Context: an optimization exercise on an open-source flow, tuned for small area. The choices shown serve that exercise and are no tape-out recipe. Only simulation tests tie the RTL to the original design; equivalence was not proved. Power and IR drop assume default switching activity.

`flow/config.mk`:
```
export PLATFORM = sky130hd
export DESIGN_NAME = pcie_irq
export DESIGN_NICKNAME = pcie_irq
export VERILOG_FILES = /design/flow/design.v
export SDC_FILE = /design/flow/constraint.sdc
export NUM_CORES = 4
export LEC_CHECK = 0
export CAP_MARGIN = 20
export CORE_MARGIN = 2
export CORE_UTILIZATION = 40
export SLEW_MARGIN = 20
export SYNTH_HIERARCHICAL = 1
```
`flow/constraint.sdc`:
```
create_clock -name core_clock -period 10.0 [get_ports {Clk_i}]
set_input_delay 2.0000 -clock core_clock [delete_from_list [all_inputs] [get_ports {Clk_i}]]
set_output_delay 2.0000 -clock core_clock [all_outputs]
set_load 0.01 [all_outputs]
```
`flow/design.v`:
```
module pcie_irq
(
   input            Clk_i,
   input            Rstn_i,
   input            MsixStructSChipSelect_i,
   input   [13:0]   MsixStructSAddress_i,
   input   [3:0]    MsixStructSByteEnable_i,
   input            MsixStructSRead_i,
   output  [31:0]   MsixStructSReadData_o,
   input            MsixStructSWrite_i,
   input   [31:0]   MsixStructSWriteData_i,
   output           MsixStructSWaitRequest_o,
   output           MsixMWrite_o,
   output  [63:0]   MsixMAddress_o,
   output  [31:0]   MsixMWriteData_o,
   output  [3:0]    MsixMByteEnable_o,
   input            MsixMWaitRequest_i,
   input   [31:0]   Irq_i,
   input   [81:0]   MsiIntfc_i,
   input   [15:0]   MsixIntfc_i,
   output           IntxReq_o,
   input            IrqRead_i,
   output  [31:0]   IrqReadData_o,
  input    [31:0]   MaskWritedata_i,
  input             MaskRead_i,
  input             MaskWrite_i,
  input    [3:0]    MaskByteenable_i,
  output   [31:0]   MaskReaddata_o,
  output            MaskWaitrequest_o
);
reg  [31:0] ena_state;
wire [31:0] ena_d;
wire        mask_keep = ~MaskWrite_i;
genvar mb;
generate
  for (mb = 0; mb < 32; mb = mb + 1) begin : MASK_D
    pcie_irq_ao22 u_ao (.a1(MaskWritedata_i[mb]), .a2(MaskWrite_i),
                        .b1(ena_state[mb]), .b2(mask_keep), .y(ena_d[mb]));
  end
endgenerate
always @(posedge Clk_i or negedge Rstn_i)
  if (!Rstn_i)
    ena_state <= 32'hF;
  else
    ena_state <= ena_d;
wire [31:0] irq_masked = Irq_i & ena_state;
assign MaskReaddata_o    = ena_state;
assign MaskWaitrequest_o = 1'b0;
reg  [31:0] irq_readdata;
wire [31:0] irq_readdata_d;
wire        irq_read_n = ~IrqRead_i;
genvar ib;
generate
  for (ib = 0; ib < 32; ib = ib + 1) begin : IRQRD_D
    pcie_irq_ao32 u_ao (.a1(Irq_i[ib]), .a2(ena_state[ib]), .a3(IrqRead_i),
                        .b1(irq_readdata[ib]), .b2(irq_read_n), .y(irq_readdata_d[ib]));
  end
endgenerate
always @(posedge Clk_i)
  irq_readdata <= irq_readdata_d;
assign IrqReadData_o = irq_readdata;
wire msix_enable   = MsixIntfc_i[15];
wire msi_enable    = MsiIntfc_i[80];
wire master_enable = MsiIntfc_i[81];
wire msix_mode     =  msix_enable & ~msi_enable;
wire msi_mode      = ~msix_enable &  msi_enable;
wire intx_mode     = ~msix_enable & ~msi_enable;
wire [3:0] irq4 = irq_masked[3:0];
reg  [3:0] irq_reg;
always @(posedge Clk_i or negedge Rstn_i)
  if (!Rstn_i)
    irq_reg <= 4'h0;
  else
    irq_reg <= irq4;
assign IntxReq_o = (|irq_reg) & intx_mode;
localparam H_IDLE = 3'd0;
localparam H_PIPE = 3'd1;
localparam H_READ = 3'd2;
localparam H_RW1  = 3'd3;
localparam H_RW2  = 3'd4;
localparam H_RACK = 3'd5;
localparam H_WACK = 3'd6;
reg  [2:0] hs;
reg        a13;           
reg  [4:0] aw;            
wire       host_req = MsixStructSChipSelect_i & (MsixStructSRead_i | MsixStructSWrite_i);
always @(posedge Clk_i)
  if (host_req) begin
    a13 <= MsixStructSAddress_i[13];
    aw  <= MsixStructSAddress_i[6:2];
  end
always @(posedge Clk_i or negedge Rstn_i)
  if (!Rstn_i)
    hs <= H_IDLE;
  else
    case (hs)
      H_IDLE: hs <= host_req ? H_PIPE : H_IDLE;
      H_PIPE: hs <= MsixStructSRead_i  ? H_READ :
                    MsixStructSWrite_i ? H_WACK : H_IDLE;
      H_READ: hs <= a13 ? H_RACK : H_RW1;
      H_RW1:  hs <= a13 ? H_RACK : H_RW2;
      H_RW2:  hs <= H_RACK;
      default: hs <= H_IDLE;
    endcase
wire host_rack = (hs == H_RACK);
wire host_wack = (hs == H_WACK);
wire host_rwin = (hs == H_READ) | (hs == H_RW1) | (hs == H_RW2);
assign MsixStructSWaitRequest_o = ~(host_rack | host_wack);
reg  [1023:0] ring;       
reg  [1:0]    t3;         
reg           t2;         
reg  [31:0]   wbuf;       
reg  [4:0]    wbuf_a;     
reg           wbuf_v;     
reg           land1;      
reg           land2;      
wire mem_we = host_wack & ~a13;
always @(posedge Clk_i)
  case (t3)
    2'd0:    t3 <= 2'd1;
    2'd1:    t3 <= 2'd2;
    default: t3 <= 2'd0;
  endcase
always @(posedge Clk_i)
  t2 <= ~t2;
always @(posedge Clk_i) begin
  land1 <= mem_we;
  land2 <= land1;
end
function [10:0] ring_of;    
  input [4:0] a;
  integer j;
  begin
    for (j = 0; j < 11; j = j + 1)
      ring_of[j] = (a == 3*j) | (a == 3*j + 1) | (a == 3*j + 2);
  end
endfunction
function [2:0] k_of;        
  input [4:0] a;
  integer j;
  begin
    k_of = 3'b0;
    for (j = 0; j < 32; j = j + 1)
      if (a == j)
        k_of = 3'b001 << (j % 3);
  end
endfunction
wire [2:0] ktail = (t3 == 2'd1) ? 3'b010 :
                   (t3 == 2'd2) ? 3'b001 : 3'b100;
function at_tail;
  input [4:0] a;
  input [2:0] kt;
  input       ph2;
  begin
    if (a[4:1] == 4'b1111)
      at_tail = a[0] ^ ph2;
    else
      at_tail = |(k_of(a) & kt);
  end
endfunction
wire [10:0] wbuf_ring = ring_of(wbuf_a);
wire        wbuf_put  = wbuf_v & at_tail(wbuf_a, ktail, t2);
wire [10:0] put       = {11{wbuf_put}} & wbuf_ring;
wire [10:0] keep      = ~put;
wire        wbuf_v_nx = mem_we | (wbuf_v & ~wbuf_put);
wire [32*11-1:0] heads;
genvar r, hb;
generate
  for (r = 0; r < 11; r = r + 1) begin : HEAD
    for (hb = 0; hb < 32; hb = hb + 1) begin : B
      pcie_irq_ao22 u_head (.a1(wbuf[hb]), .a2(put[r]),
                            .b1(ring[(r == 10 ? 31 : 3*r+2)*32 + hb]), .b2(keep[r]),
                            .y(heads[r*32 + hb]));
    end
  end
  for (r = 0; r < 10; r = r + 1) begin : RING3
    always @(posedge Clk_i) begin
      ring[(3*r+0)*32 +: 32] <= heads[r*32 +: 32];
      ring[(3*r+1)*32 +: 32] <= ring[(3*r+0)*32 +: 32];
      ring[(3*r+2)*32 +: 32] <= ring[(3*r+1)*32 +: 32];
    end
  end
endgenerate
always @(posedge Clk_i) begin
  ring[30*32 +: 32] <= heads[10*32 +: 32];
  ring[31*32 +: 32] <= ring[30*32 +: 32];
end
wire [32*11-1:0] tails;
generate
  for (r = 0; r < 11; r = r + 1) begin : TAIL
    assign tails[r*32 +: 32] = ring[(r == 10 ? 31 : 3*r+2)*32 +: 32];
  end
endgenerate
wire [10:0] aw_ring  = ring_of(aw);
wire [10:0] hring    = aw_ring & {11{~a13}};
wire        host_cap = host_rwin & (a13 | (at_tail(aw, ktail, t2) & ~|(put & aw_ring)
                                           & ~(aw_ring[10] & (hs == H_READ))));
wire [31:0] tsel;
wire [31:0] wbuf_dn;
wire        wbuf_hold = ~(mem_we | host_cap);
genvar bb;
generate
  for (bb = 0; bb < 32; bb = bb + 1) begin : WBUF_D
    pcie_irq_aoi222 u_aoi (.a1(MsixStructSWriteData_i[bb]), .a2(mem_we),
                           .b1(tsel[bb]), .b2(host_cap),
                           .c1(wbuf[bb]), .c2(wbuf_hold), .y(wbuf_dn[bb]));
  end
endgenerate
always @(posedge Clk_i) begin
  wbuf <= ~wbuf_dn;
  if (mem_we)
    wbuf_a <= aw;
  wbuf_v <= wbuf_v_nx;
end
localparam G_IDLE  = 4'd0;
localparam G_PIPE  = 4'd1;
localparam G_CHECK = 4'd9;    
localparam G_MSIX  = 4'd10;
localparam G_MSI   = 4'd11;
reg  [3:0] gs;
reg        arb_v;         
reg  [1:0] arb_i;         
reg  [3:0] pba;
reg  [31:0] e0, e1, e2;   
reg        vmask;         
reg        ev;            
wire gen_idle = (gs == G_IDLE);
always @(posedge Clk_i or negedge Rstn_i)
  if (!Rstn_i)
    gs <= G_IDLE;
  else
    case (gs)
      G_IDLE:
        if ((|pba) & master_enable & msix_mode)
          gs <= G_PIPE;
        else if (msi_mode & (irq_reg != irq4) & (|irq4))
          gs <= G_MSI;
      4'd1: gs <= 4'd2;
      4'd2: gs <= 4'd3;
      4'd3: gs <= 4'd4;
      4'd4: gs <= 4'd5;
      4'd5: gs <= 4'd6;
      4'd6: gs <= 4'd7;
      4'd7: gs <= 4'd8;
      4'd8: gs <= 4'd9;
      G_CHECK:
        gs <= vmask ? G_IDLE : G_MSIX;
      G_MSIX, G_MSI:
        if (~MsixMWaitRequest_i)
          gs <= G_IDLE;
      default:
        gs <= G_IDLE;
    endcase
always @(posedge Clk_i or negedge Rstn_i)
  if (!Rstn_i) begin
    arb_v <= 1'b0;
    arb_i <= 2'd0;
  end else if (gen_idle) begin
    arb_v <= 1'b1;
    if (!arb_v) begin
      if      (pba[0]) arb_i <= 2'd0;
      else if (pba[1]) arb_i <= 2'd1;
      else if (pba[2]) arb_i <= 2'd2;
      else if (pba[3]) arb_i <= 2'd3;
      else begin arb_v <= 1'b0; arb_i <= 2'd0; end
    end else
      case (arb_i)
        2'd0:
          if      (pba[1]) arb_i <= 2'd1;
          else if (pba[2]) arb_i <= 2'd2;
          else if (pba[3]) arb_i <= 2'd3;
          else begin arb_v <= 1'b0; arb_i <= 2'd0; end
        2'd1:
          if      (pba[2]) arb_i <= 2'd2;
          else if (pba[3]) arb_i <= 2'd3;
          else begin arb_v <= 1'b0; arb_i <= 2'd0; end
        2'd2:
          if      (pba[3]) arb_i <= 2'd3;
          else if (pba[1]) arb_i <= 2'd1;
          else begin arb_v <= 1'b0; arb_i <= 2'd0; end
        default:
          if      (pba[1]) arb_i <= 2'd1;
          else if (pba[2]) arb_i <= 2'd2;
          else begin arb_v <= 1'b0; arb_i <= 2'd0; end
      endcase
  end
wire msg_done = (gs == G_MSIX) & ~MsixMWaitRequest_i;
genvar i;
generate
  for (i = 0; i < 4; i = i + 1) begin : PBA
    always @(posedge Clk_i or negedge Rstn_i)
      if (!Rstn_i)
        pba[i] <= 1'b0;
      else if (~irq_reg[i] & irq4[i] & msix_mode)
        pba[i] <= 1'b1;
      else if (msg_done & arb_v & (arb_i == i))
        pba[i] <= 1'b0;
  end
endgenerate
function [4:0] gen_cap_tab;   
  input [7:0] key;            
  begin
    case (key)
      8'b0010_00_10: gen_cap_tab = 5'b1_00_00;
      8'b0010_01_01: gen_cap_tab = 5'b1_00_00;
      8'b0010_10_00: gen_cap_tab = 5'b1_00_00;
      8'b0010_11_10: gen_cap_tab = 5'b1_00_00;
      8'b0011_00_01: gen_cap_tab = 5'b1_01_00;
      8'b0011_00_10: gen_cap_tab = 5'b1_00_01;
      8'b0011_01_00: gen_cap_tab = 5'b1_01_00;
      8'b0011_01_01: gen_cap_tab = 5'b1_00_01;
      8'b0011_10_00: gen_cap_tab = 5'b1_00_01;
      8'b0011_10_10: gen_cap_tab = 5'b1_01_00;
      8'b0011_11_01: gen_cap_tab = 5'b1_01_00;
      8'b0011_11_10: gen_cap_tab = 5'b1_00_01;
      8'b0100_00_00: gen_cap_tab = 5'b1_10_00;
      8'b0100_00_01: gen_cap_tab = 5'b1_01_01;
      8'b0100_00_10: gen_cap_tab = 5'b1_00_10;
      8'b0100_01_00: gen_cap_tab = 5'b1_01_01;
      8'b0100_01_01: gen_cap_tab = 5'b1_00_10;
      8'b0100_01_10: gen_cap_tab = 5'b1_10_00;
      8'b0100_10_00: gen_cap_tab = 5'b1_00_10;
      8'b0100_10_01: gen_cap_tab = 5'b1_10_00;
      8'b0100_10_10: gen_cap_tab = 5'b1_01_01;
      8'b0100_11_00: gen_cap_tab = 5'b1_10_00;
      8'b0100_11_01: gen_cap_tab = 5'b1_01_01;
      8'b0100_11_10: gen_cap_tab = 5'b1_00_10;
      8'b0101_00_00: gen_cap_tab = 5'b1_10_01;
      8'b0101_00_01: gen_cap_tab = 5'b1_01_10;
      8'b0101_00_10: gen_cap_tab = 5'b1_11_00;
      8'b0101_01_00: gen_cap_tab = 5'b1_01_10;
      8'b0101_01_01: gen_cap_tab = 5'b1_11_00;
      8'b0101_01_10: gen_cap_tab = 5'b1_10_01;
      8'b0101_10_00: gen_cap_tab = 5'b1_11_00;
      8'b0101_10_01: gen_cap_tab = 5'b1_10_01;
      8'b0101_10_10: gen_cap_tab = 5'b1_01_10;
      8'b0101_11_00: gen_cap_tab = 5'b1_10_01;
      8'b0101_11_01: gen_cap_tab = 5'b1_01_10;
      8'b0101_11_10: gen_cap_tab = 5'b1_11_00;
      8'b0110_00_00: gen_cap_tab = 5'b1_10_10;
      8'b0110_00_10: gen_cap_tab = 5'b1_11_01;
      8'b0110_01_01: gen_cap_tab = 5'b1_11_01;
      8'b0110_01_10: gen_cap_tab = 5'b1_10_10;
      8'b0110_10_00: gen_cap_tab = 5'b1_11_01;
      8'b0110_10_01: gen_cap_tab = 5'b1_10_10;
      8'b0110_11_00: gen_cap_tab = 5'b1_10_10;
      8'b0110_11_10: gen_cap_tab = 5'b1_11_01;
      8'b0111_00_10: gen_cap_tab = 5'b1_11_10;
      8'b0111_01_01: gen_cap_tab = 5'b1_11_10;
      8'b0111_10_00: gen_cap_tab = 5'b1_11_10;
      8'b0111_11_10: gen_cap_tab = 5'b1_11_10;
      default: gen_cap_tab = 5'b0;
    endcase
  end
endfunction
wire [4:0]  gcap   = gen_cap_tab({gs, arb_i, t3});
wire        gen_cap = gcap[4];
wire [1:0]  gi     = gcap[3:2];
wire [1:0]  gd     = gcap[1:0];
wire [4:0]  gword  = {1'b0, arb_i, gi};
wire [10:0] gring  = ring_of(gword);
wire        g_old  = (gd == 2'd0) | ((gd == 2'd1) & ~land1) | ((gd == 2'd2) & ~land1 & ~land2);
wire        g_byp  = |(put & gring) & g_old;
reg  [2:0]  dv;           
reg  [1:0]  di;           
wire        g_use  = gen_cap & (gi != 2'd3) & ~host_cap;
wire        g_dfr  = gen_cap & (gi != 2'd3) &  host_cap;
wire [4:0]  dword  = {1'b0, arb_i, di};
wire        dcap   = dv[2];
always @(posedge Clk_i) begin
  dv <= {dv[1:0], g_dfr} & {3{~gen_idle}};
  if (g_dfr)
    di <= gi;
end
wire [10:0] tring = host_cap ? hring :
                    dcap     ? ring_of(dword) :
                    (g_use & ~g_byp) ? gring : 11'b0;
wire        tbyp  = g_use & g_byp;
wire [11:0] tsel_s = {tbyp, tring};
wire [32*12-1:0] tsel_d = {wbuf, tails};
genvar b;
generate
  for (b = 0; b < 32; b = b + 1) begin : TSEL
    wire [3:0] part;
    for (i = 0; i < 4; i = i + 1) begin : G
      pcie_irq_aoi222 u_aoi (
        .a1(tsel_d[(3*i+0)*32 + b]), .a2(tsel_s[3*i+0]),
        .b1(tsel_d[(3*i+1)*32 + b]), .b2(tsel_s[3*i+1]),
        .c1(tsel_d[(3*i+2)*32 + b]), .c2(tsel_s[3*i+2]),
        .y(part[i]));
    end
    pcie_irq_nand4 u_or (.a(part[0]), .b(part[1]), .c(part[2]), .d(part[3]), .y(tsel[b]));
  end
endgenerate
reg vm_tail;
always @* begin
  case (arb_i)
    2'd0:    vm_tail = tails[1*32];    
    2'd1:    vm_tail = tails[2*32];    
    2'd2:    vm_tail = tails[3*32];    
    default: vm_tail = tails[5*32];    
  endcase
end
always @(posedge Clk_i or negedge Rstn_i)
  if (!Rstn_i)
    ev <= 1'b0;
  else if (gen_cap)
    ev <= 1'b1;
wire [2:0]  e_en = {(g_use && gi == 2'd2) || (dcap && di == 2'd2),
                   (g_use && gi == 2'd1) || (dcap && di == 2'd1),
                   (g_use && gi == 2'd0) || (dcap && di == 2'd0)};
wire [2:0]  e_keep = ~e_en;
wire [95:0] e_q = {e2, e1, e0};
wire [95:0] e_d;
genvar eb;
generate
  for (eb = 0; eb < 96; eb = eb + 1) begin : E_D
    pcie_irq_ao22 u_ao (.a1(tsel[eb % 32]), .a2(e_en[eb / 32]),
                        .b1(e_q[eb]), .b2(e_keep[eb / 32]), .y(e_d[eb]));
  end
endgenerate
always @(posedge Clk_i) begin
  {e2, e1, e0} <= e_d;
  if (gen_cap && gi == 2'd3) vmask <= g_byp ? wbuf[0] : vm_tail;
end
assign MsixStructSReadData_o = {wbuf[31:4], a13 ? pba : wbuf[3:0]};
assign MsixMWrite_o      = (gs == G_MSIX) | (gs == G_MSI);
wire   sel_entry         = msix_mode & ev;
wire   sel_msi           = ~msix_mode;
wire [79:0] out_e        = {e2[15:0], e1, e0};
wire [79:0] out_m;
genvar ob;
generate
  for (ob = 0; ob < 80; ob = ob + 1) begin : OUT
    pcie_irq_ao22 u_ao (.a1(out_e[ob]), .a2(sel_entry),
                        .b1(MsiIntfc_i[ob]), .b2(sel_msi), .y(out_m[ob]));
  end
endgenerate
assign MsixMAddress_o    = out_m[63:0];
assign MsixMWriteData_o  = {e2[31:16] & {16{sel_entry}}, out_m[79:64]};
assign MsixMByteEnable_o = {4{MsixMWrite_o}};
endmodule
module pcie_irq_aoi222 (input a1, a2, b1, b2, c1, c2, output y);
  assign y = ~((a1 & a2) | (b1 & b2) | (c1 & c2));
endmodule
module pcie_irq_nand4 (input a, b, c, d, output y);
  assign y = ~(a & b & c & d);
endmodule
module pcie_irq_ao22 (input a1, a2, b1, b2, output y);
  assign y = (a1 & a2) | (b1 & b2);
endmodule
module pcie_irq_ao32 (input a1, a2, a3, b1, b2, output y);
  assign y = (a1 & a2 & a3) | (b1 & b2);
endmodule
```
`flow/flow/run.sh`:
```
#!/bin/bash
set -euo pipefail
export BUFFER_PORTS_ARGS="-buffer_cell sky130_fd_sc_hd__buf_1"
export CTS_ARGS="-sink_clustering_enable -repair_clock_nets -sink_clustering_size 10 -sink_clustering_max_diameter 60 -buf_list sky130_fd_sc_hd__clkbuf_4 -dont_use_dummy_load"
bash standard.sh > standard_flow.log 2>&1
```
`flow/standard.sh`:
```
#!/bin/bash
# synth_recipe.tcl (not shown) runs the flow's synth.tcl, then flattens the netlist and writes it again
# the make line also repeats each setting of config.mk as NAME=value (left out here)
make -C /OpenROAD-flow-scripts/flow DESIGN_CONFIG=/design/flow/config.mk WORK_HOME=/design/flow/orfs CLKGATE_MAP_FILE= SYNTH_SCRIPT=/design/flow/synth_recipe.tcl "${@:-finish}"
```
==> out/summary.txt, run 1 <==
Outcome -> timing/DRC/antenna clean
Vias in the first global route -> 25410
Pwr/cell area -> 223.1 nW/um2
Max FFs per register -> 1024
Pin count of the biggest net entering global routing -> 81
Switching Fraction -> 0.3049
Max FO, Critical Path -> 33
Seq cells post-synth -> 1258
1st-iter DRT viols -> 2708
Reg clk slew, reported paths -> 0.11 ns
Number of detailed-route iterations in the first pass -> 8
Max_cap viols -> 0
Vias/cell -> 5.861
Final setup TNS -> 0 ns
Crit path DAT -> 7.04 ns
Gr usage total -> 0.2272
Hpwl dp -> 60.88 mm
Peak supply drop -> 0.1144 mV
Ys Warns -> 7
Slew margin rel. -> 0.2564
PostCTS Resize Cnt -> 0
Rows -> 110
Hold Path Cell Cnt -> 0
Gate power share -> 0.130
H-tree levels -> 4
Initial antenna violation count -> 7
Total grt overflow -> 0
Layout Skew -> 0.1054 ns
Worst reg2reg path depth -> 16
Via Count -> 24970
Worst skew pair latency -> 1.04 ns
Power Internal -> 6217 uW
Sequential share of the synthesized area -> 0.7107
Fillcell total -> 8114
NumNets Final -> 3319
Final Util -> 0.4475
Worst Tran Pin Value -> 1.115 ns
Area growth, synth to finish -> 11.37%
Die ar. -> 92420 um2
Setup violations, final -> 0
Mapped Area -> 36000 um2
Min Hold Slack -> 0.2642 ns
Post-CTS setup repair buffer count -> 0
Ys flop type -> dfxtp_1
DRC Markers -> 0
Clock Power Share -> 0.247
Sw power -> 2727 uW
Initial Utilization -> 0.4018
Post-Route WL -> 107.6 mm
Syn Nets -> 2808
Hold_buf cts -> 0
CORE AREA -> 89600 um2
PortBufs -> 391
Reg area -> 25580 um2
Critical Path Sink Type -> flop
WL/cell -> 25.25 um
Post-synth EDFFs -> 14
Syn Area/Cell -> 13.99 um2
IO Pins -> 425
Commonest cells after routing, fill and taps aside -> dfxtp_1, a22o_1, buf_1
CP Class -> reg -> reg
Slew Limit Fails -> 0
Root buf cell -> clkbuf_4
Unrepaired setup endpoints after global routing -> false
Reg with most FFs -> ring
Part of the cycle the worst path needs -> 0.6182
Clk sinks -> 1258
Post-DRT Antenna Nets -> 0
Synth cell types -> 92
Clock Tree Buf Depth -> 3
CTS tree -> built
Crit start category -> flop
Fin. Hold Viols -> 0
First-pass GRT wire length -> 160.9 mm
Final GP Congestion -> 0.8392
Fraction of layout cells with a size suffix above 1 -> 0.08533
Hold Crit Class -> reg -> reg
Min Tclk post-route -> 6.182 ns
Area of the multi-input gates -> 9864 um2
Commonest non-fill, non-tap cell in the layout -> dfxtp_1
Cell count after synthesis -> 2573
Asr flop ratio synth -> 0.04054
Die height -> 304 um
Data required, critical path -> 10.85 ns
Sequential power share -> 0.623
FMAX -> 161.8 MHz
Die X-Extent -> 304 um
Leak Pwr -> 0.01551 uW
Total CTS buffers -> 147
## cells in the mapped netlist, drive strengths merged, types with 4 or more instances
| library cell | count | share of area |
|---|---|---|
| a222oi | 160 | 0.044 |
| nor2b | 16 | 0.0028 |
| ha | 10 | 0.0035 |
| a31oi | 4 | 0.00070 |
| dfrtp | 47 | 0.033 |
| mux2i | 11 | 0.0031 |
| o31ai | 5 | 0.0014 |
| nand4 | 39 | 0.0068 |
| nor2 | 40 | 0.0042 |
| a32o | 32 | 0.0089 |
| mux2 | 7 | 0.0023 |
| dfstp | 4 | 0.0029 |
| a32oi | 5 | 0.0016 |
| o21ai | 26 | 0.0036 |
| a22o | 568 | 0.14 |
| nand2 | 50 | 0.0054 |
| and2 | 8 | 0.0014 |
| nand3 | 14 | 0.0024 |
| nor3b | 9 | 0.0020 |
| nor3 | 12 | 0.0017 |
| nand3b | 9 | 0.0019 |
| nand2b | 7 | 0.0012 |
| o2111ai | 5 | 0.0014 |
| or4 | 4 | 0.00083 |
| clkbuf | 15 | 0.0016 |
| a21o | 5 | 0.0010 |
| buf | 55 | 0.011 |
| inv | 71 | 0.0075 |
| dfxtp | 1193 | 0.66 |
| xor2 | 8 | 0.0022 |
| nor4 | 8 | 0.0014 |
| and3 | 16 | 0.0028 |
| a311oi | 4 | 0.00097 |
| a21oi | 22 | 0.0035 |
| edfxtp | 14 | 0.012 |
| or2 | 5 | 0.00087 |
## power groups by stage
stage	combinational, uW	clock (uW)	sequential, uW
6_report	1160	2210	5570
4_1_cts	1150	2270	5570
5_1_grt	1230	2470	5620
2_1_floorplan	723	0	5500
3_5_place_dp	1150	0	5680
3_3_place_gp	1130	0	5660
## worst max-delay path, cell delays in order, from the launching register on
cell and delay (ns):
edfxtp_1 0.73, or2_1 0.43, xnor2_1 0.20, o311a_1 0.20, a32oi_2 0.22, a21oi_4 0.38
nand3_2 0.11, buf_4 0.36, inv_2 0.47, a32oi_1 0.22, a2111oi_0 0.63, nor3b_2 0.09
buf_4 0.34, a222oi_1 0.53, nand4_1 0.57, a222oi_1 0.44, inv_1 0.06
## per-stage QoR
stage / std cells / setup WS, ns / cell area [um2] / total power, uW
6_report: 4261 / 3.818 / 40090 / 8944
2_1_floorplan: 2573 / 3.738 / 36000 / 6227
3_5_place_dp: 4110 / 3.855 / 38960 / 6830
5_1_grt: 4260 / 3.515 / 40090 / 9316
3_3_place_gp: 4109 / 3.954 / 38950 / 6790
4_1_cts: 4257 / 3.852 / 40060 / 8992
## per-layer routing
layer,GRT usage,wire length [um],share of wire
met1,0.3041,46180,0.43
met2,0.3585,49140,0.46
met3,0.04777,8668,0.081
met4,0.09210,3586,0.033
met5,0,13,0.00012
## final timing paths
check / slack, ns / end / startpoint
max reg2reg: 3.82 / wbuf[27] / wbuf_a[2]
max in group asynchronous: 8.43 / ena_state[14] / Rstn_i
min reg2reg: 0.26 / ring[896] / ring[864]
min in group asynchronous: 1.08 / hs[0] / Rstn_i
min: 0.26 / ring[896] / ring[864]
max: 3.82 / wbuf[27] / wbuf_a[2]
## final cells by class
class / instances / share of cell area
antenna: 3 / 0.0001872
sequential: 1258 / 0.6381
timing repair buffer: 432 / 0.04459
tap: 1176 / 0.03670
multi-input combinational: 1173 / 0.2460
clock buffer: 147 / 0.02752
inverter: 72 / 0.006834
## per-module statistics from Yosys (local to each module, per instance)
module | area (um2) | times used | flip-flops and latches | cells inside
pcie_irq | 28970 | 1 | 1258 | 1789
pcie_irq_ao22 | 8.758 | 560 | 0 | 1
pcie_irq_ao32 | 10.01 | 32 | 0 | 1
pcie_irq_aoi222 | 10.01 | 160 | 0 | 1
pcie_irq_nand4 | 6.256 | 32 | 0 | 1
## logic make-up (layout without fill, tap and decap cells)
kind of cell / count (synthesis) / count (layout) / share of synthesized area
AOI/OAI and AO/OA: 882 / 882 / 0.2174
xor gates and xnor gates: 11 / 11 / 0.002885
adders and majority gates: 10 / 10 / 0.003476
buffers and inverters: 142 / 651 / 0.02019
DFF: 1258 / 1258 / 0.7107
muxes: 20 / 20 / 0.006603
other: 1 / 4 / 0.0001042
and+or+nand+nor: 249 / 249 / 0.03868
==> inputs of run 2 (changes only) <==
--- a/flow/config.mk
+++ b/flow/config.mk
@@ -7,6 +7,7 @@
 export LEC_CHECK = 0
 export CAP_MARGIN = 20
 export CORE_MARGIN = 2
-export CORE_UTILIZATION = 40
+export CORE_UTILIZATION = 60
+export PLACE_DENSITY = 0.75
 export SLEW_MARGIN = 20
 export SYNTH_HIERARCHICAL = 1
==> run 2 against run 1 <==
First-iteration DRC count up 18%. Maximum frequency down 2.3%. Clock-buffer cell count down 3. Largest cell class unchanged. Still clean. Power down 0.85%. Design area down 1.4%. Critical path depth unchanged. Global-route usage up 9.6 points.
==> out/summary.txt, run 2 <==
Critical Path Sink Type -> flop (unchanged)
Max_cap viols -> 0 (unchanged)
Post-synth EDFFs -> 14 (unchanged)
Part of the cycle the worst path needs -> 0.6330 (was 0.6182)
Data required, critical path -> 10.94 ns (was 10.85 ns)
NumNets Final -> 3311 (was 3319)
Commonest cells after routing, fill and taps aside -> dfxtp_1, a22o_1, buf_1 (unchanged)
IO Pins -> 425 (unchanged)
Fraction of layout cells with a size suffix above 1 -> 0.08295 (was 0.08533)
Synth top cells by count -> dfxtp_1, a22o_1, a222oi_1, inv_1, nand2_1 (unchanged)
PortBufs -> 391 (unchanged)
Pwr/cell area -> 224.3 nW/um2 (was 223.1 nW/um2)
Gate power share -> 0.129 (was 0.130)
Peak supply drop -> 0.1458 mV (was 0.1144 mV)
Cell count after synthesis -> 2573 (unchanged)
1st-iter DRT viols -> 3201 (was 2708)
Root buf cell -> clkbuf_4 (unchanged)
Crit start category -> flop (unchanged)
Reg2reg end -> wbuf[25] (was wbuf[27])
Worst reg2reg path depth -> 16 (unchanged)
Vias/cell -> 6.550 (was 5.861)
Seq cells post-synth -> 1258 (unchanged)
Worst skew pair latency -> 1.10 ns (was 1.04 ns)
Clock Power Share -> 0.242 (was 0.247)
DRC Markers -> 0 (unchanged)
Max FFs per register -> 1024 (unchanged)
Total CTS buffers -> 144 (was 147)
Syn Area/Cell -> 13.99 um2 (unchanged)
Post-Route WL -> 102.1 mm (was 107.6 mm)
Unrepaired setup endpoints after global routing -> false (unchanged)
Reg-to-reg setup timing slack -> 3.67 ns (was 3.82 ns)
Post-DRT Antenna Nets -> 0 (unchanged)
Die ar. -> 61970 um2 (was 92420 um2)
Die X-Extent -> 248.9 um (was 304 um)
Worst Tran Pin Value -> 1.173 ns (was 1.115 ns)
Hold Crit Class -> reg -> reg (unchanged)
Outcome -> timing/DRC/antenna clean (unchanged)
Gr usage total -> 0.3236 (was 0.2272)
Via Count -> 25270 (was 24970)
Clk sinks -> 1258 (unchanged)
Ys flop type -> dfxtp_1 (unchanged)
Initial Utilization -> 0.6088 (was 0.4018)
Vias in the first global route -> 25660 (was 25410)
Hpwl dp -> 56.65 mm (was 60.88 mm)
CP Class -> reg -> reg (unchanged)
Power Internal -> 6200 uW (was 6217 uW)
Area growth, synth to finish -> 9.808% (was 11.37%)
Rows -> 89 (was 110)
Switching Fraction -> 0.3009 (was 0.3049)
Crit path DAT -> 7.27 ns (was 7.04 ns)
Min Tclk post-route -> 6.330 ns (was 6.182 ns)
Final Util -> 0.6685 (was 0.4475)
PostCTS Resize Cnt -> 0 (unchanged)
FMAX -> 158.0 MHz (was 161.8 MHz)
Most frequent cell after synthesis -> dfxtp_1 (unchanged)
Cell taking the most area after synthesis -> dfxtp_1 (unchanged)
Number of detailed-route iterations in the first pass -> 9 (was 8)
Mapped Area -> 36000 um2 (unchanged)
Slew Limit Fails -> 0 (unchanged)
Syn Nets -> 2808 (unchanged)
Initial antenna violation count -> 5 (was 7)
Top cells by area, synth -> dfxtp_1, a22o_1, a222oi_1, dfrtp_1, edfxtp_1 (unchanged)
Die height -> 248.9 um (was 304 um)
Clock Tree Buf Depth -> 3 (unchanged)
CTS tree -> built (unchanged)
Commonest non-fill, non-tap cell in the layout -> dfxtp_1 (unchanged)
CORE AREA -> 59130 um2 (was 89600 um2)
Ys Warns -> 7 (unchanged)
Fin. Hold Viols -> 0 (unchanged)
Final GP Congestion -> 0.8955 (was 0.8392)
Sequential power share -> 0.629 (was 0.623)
Setup violations, final -> 0 (unchanged)
Hold_buf cts -> 0 (unchanged)
Setup crit start -> wbuf_a[3] (was wbuf_a[2])
Total grt overflow -> 0 (unchanged)
Sequential share of the synthesized area -> 0.7107 (unchanged)
First-pass GRT wire length -> 153.7 mm (was 160.9 mm)
Final setup TNS -> 0 ns (unchanged)
H-tree levels -> 4 (unchanged)
Leak Pwr -> 0.01548 uW (was 0.01551 uW)
WL/cell -> 26.47 um (was 25.25 um)
Sw power -> 2669 uW (was 2727 uW)
Pin count of the biggest net entering global routing -> 81 (unchanged)
Reg with most FFs -> ring (unchanged)
Reg clk slew, reported paths -> 0.11 ns (about the same)
Synth cell types -> 92 (unchanged)
Post-CTS setup repair buffer count -> 0 (unchanged)
Synth top area share -> 0.6634 (unchanged)
Asr flop ratio synth -> 0.04054 (unchanged)
Worst setup path end -> wbuf[25] (was wbuf[27])
Max FO, Critical Path -> 34 (was 33)
Reg2reg start -> wbuf_a[3] (was wbuf_a[2])
Slew margin rel. -> 0.2180 (was 0.2564)
Layout Skew -> 0.1446 ns (was 0.1054 ns)
## run 2: cell counts after synthesis
Identical to the previous run, type by type.
## run 2: per-layer routing
layer	part of all wire	up-vias	global-route usage
met1	0.41	12550	0.4306
li1	-	11030	-
met2	0.46	1461	0.5122
met4	0.031	4	0.1330
met3	0.095	224	0.07544
met5	0.00023	-	0
## run 2: area by class of cell
class,count,area [um2]
tap,773,967.2
antenna,11,27.53
inverter,72,272.8
clock buffer,144,1081
sequential,1258,25580
timing repair buffer,427,1743
multi-input combinational,1173,9854
fill,4304,19600
## run 2: stage by stage
stage	std cells	total power, uW	hold WS [ns]	instance area (um2)	worst slack, ns
5_1_grt	3857	9205	0.2706	39530	3.461
3_5_place_dp	3702	6790	0.3121	38410	3.815
6_report	3858	8868	0.2594	39530	3.670
4_1_cts	3846	8860	0.2577	39490	3.823
3_3_place_gp	3702	6745	0.3104	38400	3.896
2_1_floorplan	2573	6227	0.3096	36000	3.738
## run 2: worst max-delay path, stage by stage (launching register included)
cell and delay [ns]:
edfxtp_1 0.84, nor3b_2 0.39, a2bb2oi_1 0.13, o221ai_1 0.24, a32oi_2 0.17, a21oi_4 0.36
nand3_2 0.11, buf_4 0.38, inv_2 0.84, nand3_1 0.21, a31oi_1 0.65, o31ai_4 0.12
buf_4 0.37, a222oi_1 0.51, nand4_1 0.44, a222oi_1 0.37, inv_1 0.07
## run 2: Yosys stat by module, one instance, submodules excluded
| module | flops+latches | area, um2 |
|---|---|---|
| pcie_irq_ao32 | 0 | 10.01 |
| pcie_irq_ao22 | 0 | 8.758 |
| pcie_irq_nand4 | 0 | 6.256 |
| pcie_irq_aoi222 | 0 | 10.01 |
| pcie_irq | 1258 | 28970 |
## run 2: worst min path at each step
stage | from | end | slack [ns] | cells after the start
3_5_place_dp | ring[123] | ring[155] | 0.31 | 0
6_report | ring[250] | ring[282] | 0.26 | 0
5_1_grt | ring[708] | ring[740] | 0.27 | 0
3_3_place_gp | ring[396] | ring[428] | 0.31 | 0
4_1_cts | ring[250] | ring[282] | 0.26 | 0
2_1_floorplan | ring[968] | ring[1000] | 0.31 | 0
## run 2: cell families after synthesis
family | after synthesis | synth area share
flops | 1258 | 0.7107
compound gates | 882 | 0.2174
simple gates | 249 | 0.03868
buf+inv | 142 | 0.02019
mux | 20 | 0.006603
xor+xnor | 11 | 0.002885
fa+ha+maj | 10 | 0.003476
other cells | 1 | 0.0001042
## run 2: power by group through the flow
stage          Sequential (uW)  Clock [uW]  Combinational (uW)
2_1_floorplan             5500           0                 723
3_3_place_gp              5660           0                1080
3_5_place_dp              5680           0                1110
4_1_cts                   5570        2180                1110
5_1_grt                   5610        2390                1200
6_report                  5580        2150                1140

separate check: timing with driven ports:
Ports are ideal in the flow. The routed layouts listed here were re-timed in OpenROAD.
Step 1 (the two cells are an assumption about what drives the block):
set clk [get_ports {Clk_i}]
set_driving_cell -lib_cell sky130_fd_sc_hd__clkbuf_16 $clk
set_driving_cell -lib_cell sky130_fd_sc_hd__buf_2 [delete_from_list [all_inputs] $clk]
Step 2, shift: input delay + t, output delay - t, t = (earliest + latest rising clock arrival at the registers) / 2. This alone moves slack from input paths to output paths.
Slacks: no drivers / after step 1 / after step 2; pairs: no drivers / after step 1.
| run | t, ns | setup slack, ns | worst hold slack (ns) | clock arrival spread, ns |
|---|---|---|---|---|
| run 1 | 1.052 | 3.818 / 3.809 / 3.809 | 0.264 / 0.264 / 0.264 | 0.108 / 0.108 |
| run 2 | 1.089 | 3.670 / 3.670 / 3.670 | 0.259 / 0.259 / 0.259 | 0.145 / 0.144 |
After both steps every run listed still meets setup and hold. For run 1, which loses most, drivers alone change the setup slack by -0.009 ns; drivers and shift together by -0.009 ns.
